Background: an optimization exercise with open tools, aiming at small area and a short achievable clock period. Do not read the settings as production practice. At most, simulation tests tie the RTL to the original design; equivalence was not proved. The clock port is modelled as an ideal driver, which makes a skipped or thinned clock tree look cheaper than it is; a real chip needs a root buffer or a tree. Power and IR drop assume default switching activity.

==> flow/design.v <==
module moving_avg_filt(
  input clk,
  input signed [7:0] signal_in,
  output signed [7:0] signal_out
  );
  parameter N = 64;  
  reg signed [7:0] q [0:N-1];
  reg signed [8:0] d;
  reg signed [13:0] sum;
  reg [13:0] acc;
  reg [5:0] phase;
  reg load;    
  wire signed [13:0] acc_sum = {~acc[13], acc[12:0]};
  integer i;
  always @(posedge clk) begin
    q[0] <= signal_in;
    for (i = 0; i < N - 1; i = i + 1)
      q[i + 1] <= q[i];
    d <= signal_in - q[N-1];
    phase <= phase + 6'd1;
    load <= (phase == 6'd62);
    sum <= (load ? acc_sum : sum) + d;
    acc <= (load ? 14'd0 : acc) + {~q[0][7], q[0][6:0]};
  end
  assign signal_out = sum[13:6];
endmodule
Settings: LEC_CHECK=0, ABC_CLOCK_PERIOD_IN_PS=2000, CAP_MARGIN=20, CORE_MARGIN=2, CORE_UTILIZATION=60, HOLD_SLACK_MARGIN=0, PLACE_DENSITY=0.75, SLEW_MARGIN=20; clock period 8.0 ns.
standard.sh (not shown) runs the stock make flow with config.mk's settings and CLKGATE_MAP_FILE= SYNTH_SCRIPT=/design/flow/synth_recipe.tcl, a recipe that flattens the netlist after the stock synthesis.
==> flow/flow/run.sh <==
#!/bin/bash
# Standard ORFS layout (standard synthesis unchanged) with port buffers of a
# plain buffer cell, no CTS dummy loads, a tighter setup repair target, and
# the clock tree's branch level removed after CTS (flow/collapse.tcl).
set -euo pipefail
bash standard.sh \
  BUFFER_PORTS_ARGS="-buffer_cell sky130_fd_sc_hd__buf_2" \
  CTS_ARGS="-sink_clustering_enable -repair_clock_nets -dont_use_dummy_load -sink_clustering_size 34 -sink_clustering_max_diameter 70 -buf_list {sky130_fd_sc_hd__clkbuf_16}" \
  POST_CTS_TCL="$PWD/flow/collapse.tcl" \
  SETUP_SLACK_MARGIN=5.4 \
  finish > flow.log 2>&1
==> flow/flow/collapse.tcl <==
# Remove the branch level of the clock tree: every clock buffer that the root
# buffer drives and that itself drives only clock buffers is taken out, and the
# buffers it drove are fed by the root buffer directly. All leaf buffers stay
# one level below the root, so every register's clock keeps the same depth.
set block [ord::get_db_block]
set clk_net [$block findNet clk]
set root ""
foreach it [$clk_net getITerms] {
  if {[$it isInputSignal]} { set root [$it getInst] }
}
set root_out [[$root findITerm X] getNet]
set removed 0
foreach it [$root_out getITerms] {
  set inst [$it getInst]
  if {$inst == $root} { continue }
  set x [$inst findITerm X]
  if {$x == "NULL" || $x == ""} { continue }
  set out [$x getNet]
  set loads {}
  set all_bufs 1
  foreach lt [$out getITerms] {
    if {[$lt getInst] == $inst} { continue }
    if {![string match "sky130_fd_sc_hd__clkbuf_*" [[[$lt getInst] getMaster] getName]]} { set all_bufs 0 }
    lappend loads $lt
  }
  if {!$all_bufs} { continue }
  foreach lt $loads {
    $lt disconnect
    $lt connect $root_out
  }
  $x disconnect
  $it disconnect
  odb::dbInst_destroy $inst
  odb::dbNet_destroy $out
  incr removed
}
puts "collapse.tcl: removed $removed branch clock buffers"
estimate_parasitics -placement
report_clock_skew
Next try:
==> flow/design.v (replaced) <==
module moving_avg_filt(
  input clk,
  input signed [7:0] signal_in,
  output signed [7:0] signal_out
  );
  parameter N = 64;  
  reg signed [7:0] q [0:N-1];
  reg signed [8:0] d;
  reg signed [13:0] sum;
  reg [13:0] acc;
  reg [5:0] phase;
  reg load;
  reg keep;
  wire signed [13:0] acc_sum = {~acc[13], acc[12:0]};
  wire [7:0] acc_lo = keep ? acc[7:0] : 8'd0;
  wire [8:0] alo = {1'b0, acc_lo} + {1'b0, ~q[0][7], q[0][6:0]};
  wire [5:0] ahi_up = acc[13:8] + 6'd1;
  wire [5:0] ahi = keep ? (alo[8] ? ahi_up : acc[13:8]) : 6'd0;
  wire [13:0] base = load ? acc_sum : sum;
  wire [9:0] lo = {1'b0, base[8:0]} + {1'b0, d[8:0]};
  wire [4:0] hi_up = base[13:9] + 5'd1;
  wire [4:0] hi_dn = base[13:9] - 5'd1;
  wire [4:0] hi = (lo[9] == d[8]) ? base[13:9] : (lo[9] ? hi_up : hi_dn);
  integer i;
  always @(posedge clk) begin
    q[0] <= signal_in;
    for (i = 0; i < N - 1; i = i + 1)
      q[i + 1] <= q[i];
    d <= signal_in - q[N-1];
    phase <= phase + 6'd1;
    load <= (phase == 6'd62);
    keep <= (phase != 6'd62);
    sum <= {hi, lo[8:0]};
    acc <= {ahi, alo[7:0]};
  end
  assign signal_out = sum[13:6];
endmodule
Outcome: Die area went down by about 1.7%. Combinational power fell by 18%. Setup slack is worse by 220 ps. Non-clock buffer count goes up by 6. Worst hold slack degrades by 45 ps. Synthesized cell count went down by about 4.4%. Via count fell by about 5%. Clock skew grows by 36 ps. Flip-flop and latch count is higher by 1. Clock power hardly moves. Wire length falls by about 0.3%.
For the second run of this note, only the layout was checked, not whether the RTL still works.

* * *

moving_avg_filt again, from the RTL that the note above started with.
==> module moving_avg_filt, before the edit <==
module moving_avg_filt(
  input clk,
  input signed [7:0] signal_in,
  output signed [7:0] signal_out
  );
  parameter N = 64;  
  reg signed [7:0] q [0:N-1];
  reg signed [8:0] d;
  reg signed [13:0] sum;
  reg [13:0] acc;
  reg [5:0] phase;
  reg load;    
  wire signed [13:0] acc_sum = {~acc[13], acc[12:0]};
  integer i;
  always @(posedge clk) begin
    q[0] <= signal_in;
    for (i = 0; i < N - 1; i = i + 1)
      q[i + 1] <= q[i];
    d <= signal_in - q[N-1];
    phase <= phase + 6'd1;
    load <= (phase == 6'd62);
    sum <= (load ? acc_sum : sum) + d;
    acc <= (load ? 14'd0 : acc) + {~q[0][7], q[0][6:0]};
  end
  assign signal_out = sum[13:6];
endmodule
export LEC_CHECK = 0
export ABC_CLOCK_PERIOD_IN_PS = 2000
export CAP_MARGIN = 20
export CORE_MARGIN = 2
export CORE_UTILIZATION = 60
export HOLD_SLACK_MARGIN = 0
export PLACE_DENSITY = 0.75
export SLEW_MARGIN = 20
create_clock -name core_clock -period 8.0 [get_ports {clk}]
==> flow/flow/run.sh <==
#!/bin/bash
set -euo pipefail
bash standard.sh \
  BUFFER_PORTS_ARGS="-buffer_cell sky130_fd_sc_hd__buf_2" \
  CTS_ARGS="-sink_clustering_enable -repair_clock_nets -dont_use_dummy_load -sink_clustering_size 34 -sink_clustering_max_diameter 70 -buf_list {sky130_fd_sc_hd__clkbuf_16}" \
  SETUP_SLACK_MARGIN=5.6 \
  finish > flow.log 2>&1
The starting point completed without violations.
Then changed:
==> flow/design.v (replaced) <==
module moving_avg_filt(
  input clk,
  input signed [7:0] signal_in,
  output signed [7:0] signal_out
  );
  parameter N = 64;  
  reg signed [7:0] q [0:N-1];
  reg signed [8:0] d;
  reg signed [13:0] sum;
  reg signed [13:0] acc;
  reg [5:0] phase;
  reg load;    
  integer i;
  always @(posedge clk) begin
    q[0] <= signal_in;
    for (i = 0; i < N - 1; i = i + 1)
      q[i + 1] <= q[i];
    d <= signal_in - q[N-1];
    phase <= phase + 6'd1;
    load <= (phase == 6'd62);
    sum <= (load ? acc : sum) + d;
    acc <= (load ? 14'sd0 : acc) + q[0];
  end
  assign signal_out = sum[13:6];
endmodule
The changed run completed without violations.
Worst hold slack loses 9.4 ps.
Sequential share of layout area grows by 0.16 points.
Die area barely changes.
Design area barely changes.
Clock power is about the same.
Global-route usage fell by 0.37 points.
Combinational power came out lower by about 1%.
Worst setup slack gains 63 ps.
Non-clock buffer count falls by 5.
Wire length decreases by 1.9%.
Power shrinks by 1.0%.
Synthesized cell count stays the same.
Core utilization shrinks by 0.35 points.
Via count goes down by 3.7%.
No functional check of the RTL was part of the second run of this note.

* * *

== lane 2 ==
moving_avg_filt, a different RTL version from the one above (not shown whole).
Size in the first run: roughly 810 cells after synthesis, roughly 13000 sq um of cells after synthesis.
==> module moving_avg_filt, before the edit <==
module moving_avg_filt(
  input clk,
  input signed [7:0] signal_in,
  output reg signed [7:0] signal_out
  );
  parameter N = 64;  
  reg signed [7:0] q [0:N-1];
  reg [13:0] ss;
  reg [13:0] sc;
  reg [13:0] acc;
  reg [5:0] phase;
  reg load;
  reg clear;
  integer i;
  wire [7:0] xu = {~signal_in[7], signal_in[6:0]};       
  wire [7:0] q0u = {~q[0][7], q[0][6:0]};                
  wire [7:0] yn = {q[N-1][7], ~q[N-1][6:0]};             
  wire [13:0] a = load ? acc : ss;
  wire [13:0] b = load ? {6'd0, q0u} : sc;
  wire [13:0] k = load ? 14'h2000 : 14'h3f00;
  wire [13:0] r1c = {k[13:8], xu};
  wire [13:0] s1 = a ^ b ^ r1c;
  wire [14:0] c1 = {(a & b) | (a & r1c) | (b & r1c), ~load};    
  wire [13:0] r2c = {6'd0, load ? 8'd0 : yn};
  wire [13:0] s2 = s1 ^ c1[13:0] ^ r2c;
  wire [14:0] c2 = {(s1 & c1[13:0]) | (s1 & r2c) | (c1[13:0] & r2c), 1'b0};
  wire [13:0] sum = ss + sc;
  always @(posedge clk) begin
    q[0] <= signal_in;
    for (i = 0; i < N - 1; i = i + 1)
      q[i + 1] <= q[i];
    phase <= phase + 6'd1;
    load <= (phase == 6'd62);
    clear <= (phase == 6'd0);
    ss <= s2;
    sc <= c2[13:0];
    acc <= (clear ? 14'd0 : acc) + {6'd0, q0u};
    signal_out <= sum[13:6];
  end
endmodule
clock: 8.0 ns
lec_check: 0
abc_clock_period_in_ps: 2000
cap_margin: 20
core_margin: 2
core_utilization: 60
hold_slack_margin: 0
place_density: 0.75
slew_margin: 20
==> flow/flow/run.sh <==
#!/bin/bash
# Standard ORFS layout (standard synthesis unchanged) with port buffers of a
# plain buffer cell, no CTS dummy loads, a tighter setup repair target, and
# the clock tree reshaped after CTS (flow/clocktree.tcl).
set -euo pipefail
bash standard.sh \
  BUFFER_PORTS_ARGS="-buffer_cell sky130_fd_sc_hd__buf_2" \
  CTS_ARGS="-sink_clustering_enable -repair_clock_nets -dont_use_dummy_load -sink_clustering_size 34 -sink_clustering_max_diameter 70 -buf_list {sky130_fd_sc_hd__clkbuf_16}" \
  POST_CTS_TCL="$PWD/flow/clocktree.tcl" \
  SETUP_SLACK_MARGIN=5.4 \
  finish > flow.log 2>&1
Other scripts of this flow, unchanged in this note and not shown: flow/flow/clocktree.tcl
Inputs modified between lane 2 and lane 4:
==> flow/design.v <==
module moving_avg_filt(
  input clk,
  input signed [7:0] signal_in,
  output reg signed [7:0] signal_out
  );
  parameter N = 64;  
  reg signed [7:0] q [0:N-1];
  reg [13:0] ss;
  reg [13:0] sc;
  reg [13:0] acc;
  reg [5:0] phase;
  reg load_a;
  reg pre_b;
  reg load_b;
  reg clear;
  integer i;
  wire [7:0] xu = {~signal_in[7], signal_in[6:0]};       
  wire [7:0] q0u = {~q[0][7], q[0][6:0]};                
  wire [7:0] yn = {q[N-1][7], ~q[N-1][6:0]};             
  wire [13:0] a = load_a ? acc : ss;
  wire [13:0] b = load_b ? {6'd0, q0u} : sc;
  wire [13:0] r1c = load_b ? 14'h2000 : {6'h3f, yn};
  wire [13:0] s1 = a ^ b ^ r1c;
  wire [14:0] c1 = {(a & b) | (a & r1c) | (b & r1c), ~load_b};    
  wire [13:0] r2c = {6'd0, xu};
  wire [13:0] s2 = s1 ^ c1[13:0] ^ r2c;
  wire [14:0] c2 = {(s1 & c1[13:0]) | (s1 & r2c) | (c1[13:0] & r2c), 1'b0};
  wire [13:0] sum = ss + sc;
  wire [7:0] acc_lo = clear ? 8'd0 : acc[7:0];
  wire [8:0] alo = {1'b0, acc_lo} + {1'b0, q0u};
  wire [5:0] ahi_up = acc[13:8] + 6'd1;
  wire [5:0] ahi = clear ? 6'd0 : (alo[8] ? ahi_up : acc[13:8]);
  always @(posedge clk) begin
    q[0] <= signal_in;
    for (i = 0; i < N - 1; i = i + 1)
      q[i + 1] <= q[i];
    phase <= phase + 6'd1;
    load_a <= (phase == 6'd62);
    pre_b <= (phase == 6'd61);
    load_b <= pre_b;
    clear <= (phase == 6'd0);
    ss <= s2;
    sc <= c2[13:0];
    acc <= {ahi, alo[7:0]};
    signal_out <= sum[13:6];
  end
endmodule
Results
Register share of the cell area delta for lane 4 relative to lane 2: 0.27 points higher. Any difference in net count after synthesis between lane 4 and lane 2 is small enough to ignore. When lane 4 is measured against lane 2, its minimum clock period turns out 0.025 ns lower. Lower first-pass GRT wire length was reported by lane 2, not lane 4. Post-synthesis sequential element count was higher in the run labelled lane 4. Post-route fraction of the period consumed by the critical path: lane 2 and lane 4 compared, higher one is lane 2. The lower synthesized cell count of lane 2 and lane 4 is in lane 4. Any difference in power of the sequential group between lane 2 and lane 4 is small enough to ignore. Looking at endpoint of the worst setup timing path, the ss[7] result is from lane 2; the acc[13] one comes from lane 4. For final cell area excluding filler cells, lane 4 and lane 2 come out practically identical. Diff lane 4..lane 2 | clock-pin slew of the registers on the worst-case setup and hold paths | negligible. As of lane 4, net switching component of the power had risen by a few percent compared to lane 2. Delta (lane 4 minus lane 2): DRC marker count from the first detailed-route iteration grew by 25; net total in the final layout held steady.
Function was not checked in any run of this note: the RTL went through the layout flow alone.

* * *

moving_avg_filt, a different RTL version from the one above (not shown whole).
Size: ~790 cells after synthesis.
==> module moving_avg_filt, before the edit <==
module moving_avg_filt(
  input clk,
  input signed [7:0] signal_in,
  output signed [7:0] signal_out
  );
  parameter N = 64;  
  reg signed [7:0] q [0:N-1];
  reg signed [8:0] d;
  reg signed [13:0] sum;
  reg [13:0] acc;
  reg [5:0] phase;
  reg load;
  reg keep;
  wire signed [13:0] acc_sum = {~acc[13], acc[12:0]};
  wire [7:0] acc_lo = keep ? acc[7:0] : 8'd0;
  wire [8:0] alo = {1'b0, acc_lo} + {1'b0, ~q[0][7], q[0][6:0]};
  wire [5:0] ahi_up = acc[13:8] + 6'd1;
  wire [5:0] ahi = keep ? (alo[8] ? ahi_up : acc[13:8]) : 6'd0;
  integer i;
  always @(posedge clk) begin
    q[0] <= signal_in;
    for (i = 0; i < N - 1; i = i + 1)
      q[i + 1] <= q[i];
    d <= signal_in - q[N-1];
    phase <= phase + 6'd1;
    load <= (phase == 6'd62);
    keep <= (phase != 6'd62);
    sum <= (load ? acc_sum : sum) + d;
    acc <= {ahi, alo[7:0]};
  end
  assign signal_out = sum[13:6];
endmodule
export LEC_CHECK = 0
export ABC_CLOCK_PERIOD_IN_PS = 2000
export CAP_MARGIN = 20
export CORE_MARGIN = 2
export CORE_UTILIZATION = 60
export HOLD_SLACK_MARGIN = 0
export PLACE_DENSITY = 0.75
export SLEW_MARGIN = 20
create_clock -name core_clock -period 8.0 [get_ports {clk}]
==> flow/flow/run.sh <==
#!/bin/bash
# Standard ORFS layout (standard synthesis unchanged) with port buffers of a
# plain buffer cell, no CTS dummy loads, a tighter setup repair target, and
# the clock tree's branch level removed after CTS (flow/collapse.tcl).
set -euo pipefail
bash standard.sh \
  BUFFER_PORTS_ARGS="-buffer_cell sky130_fd_sc_hd__buf_2" \
  CTS_ARGS="-sink_clustering_enable -repair_clock_nets -dont_use_dummy_load -sink_clustering_size 34 -sink_clustering_max_diameter 70 -buf_list {sky130_fd_sc_hd__clkbuf_16}" \
  POST_CTS_TCL="$PWD/flow/collapse.tcl" \
  SETUP_SLACK_MARGIN=5.4 \
  finish > flow.log 2>&1
Scripts as last shown in full above: flow/flow/collapse.tcl
The baseline passed the timing, design-rule and antenna checks.
Edit:
==> flow/design.v (replaced) <==
module moving_avg_filt(
  input clk,
  input signed [7:0] signal_in,
  output reg signed [7:0] signal_out
  );
  parameter N = 64;  
  reg signed [7:0] q [0:N-1];
  reg [13:0] ss;
  reg [13:0] sc;
  reg [13:0] acc;
  reg [5:0] phase;
  reg load;
  reg clear;
  integer i;
  wire [7:0] xu = {~signal_in[7], signal_in[6:0]};       
  wire [7:0] q0u = {~q[0][7], q[0][6:0]};                
  wire [7:0] yn = {q[N-1][7], ~q[N-1][6:0]};             
  wire [13:0] a = load ? acc : ss;
  wire [13:0] b = load ? {6'd0, q0u} : sc;
  wire [13:0] k = load ? 14'h2000 : 14'h3f00;
  wire [13:0] r1c = {k[13:8], xu};
  wire [13:0] s1 = a ^ b ^ r1c;
  wire [14:0] c1 = {(a & b) | (a & r1c) | (b & r1c), ~load};    
  wire [13:0] r2c = {6'd0, load ? 8'd0 : yn};
  wire [13:0] s2 = s1 ^ c1[13:0] ^ r2c;
  wire [14:0] c2 = {(s1 & c1[13:0]) | (s1 & r2c) | (c1[13:0] & r2c), 1'b0};
  wire [13:0] sum = ss + sc;
  always @(posedge clk) begin
    q[0] <= signal_in;
    for (i = 0; i < N - 1; i = i + 1)
      q[i + 1] <= q[i];
    phase <= phase + 6'd1;
    load <= (phase == 6'd62);
    clear <= (phase == 6'd0);
    ss <= s2;
    sc <= c2[13:0];
    acc <= (clear ? 14'd0 : acc) + {6'd0, q0u};
    signal_out <= sum[13:6];
  end
endmodule
Effect: The changed run produced a clean layout; utilization is about the same; critical path depth is unchanged; sequential cell count climbs by 12; total power climbs by 13%; combinational power climbs by 96%; cell area climbs by 4.0%; routed wire length drops by 3.0%; clock power hardly moves; non-clock buffer count drops by 1; worst hold slack gets better by 0.016 ns; die area climbs by 3.9%; first-iteration DRC count drops by 40%; maximum frequency drops by 0.42%; setup slack gets worse by 0.011 ns.
The RTL of the second run of this note was laid out without a check of its function.

[static timing again, ports no longer ideal]
The flow's constraints put no driver on any port. The routed layouts listed below were extracted and timed again, unchanged, in two steps.
Step 1 sets driving cells, clkbuf_16 on the clock port and buf_2 on the other inputs (assumed; they add their load-dependent delay and slew).
Step 2, shift: input delay + t, output delay - t, t = (earliest + latest rising clock arrival at the registers) / 2. This alone moves slack from input paths to output paths.
Slacks: ideal ports / drivers / drivers and shift; pairs: ideal ports / drivers.
run	shift t [ns]	setup WS [ns]	hold slack, ns	worst setup path after step 2	latest minus earliest clock arrival (ns)
the first run of note 1	0.528	5.455 / 5.410 / 4.997	0.304 / 0.304 / 0.304	input to register	0.035 / 0.035
the second run of note 1	0.516	5.237 / 5.237 / 5.009	0.259 / 0.259 / 0.259	input to register	0.070 / 0.070
the first run of note 2	0.560	5.390 / 5.347 / 5.073	0.298 / 0.298 / 0.298	input to register	0.045 / 0.045
the second run of note 2	0.557	5.453 / 5.405 / 5.014	0.289 / 0.289 / 0.289	input to register	0.045 / 0.046
lane 2	0.415	5.488 / 5.519 / 5.104	0.301 / 0.301 / 0.301	input to register	0.065 / 0.066
lane 4	0.417	5.513 / 5.513 / 5.513	0.274 / 0.274 / 0.274	register to register	0.071 / 0.070
the first run of note 4	0.538	5.459 / 5.412 / 4.953	0.298 / 0.298 / 0.298	input to register	0.038 / 0.037
the second run of note 4	0.536	5.448 / 5.402 / 5.103	0.314 / 0.314 / 0.314	input to register	0.038 / 0.037
After both steps every run listed still meets setup and hold. For the first run of note 4, which loses most, drivers alone change the setup slack by -0.047 ns; drivers and shift together by -0.506 ns.
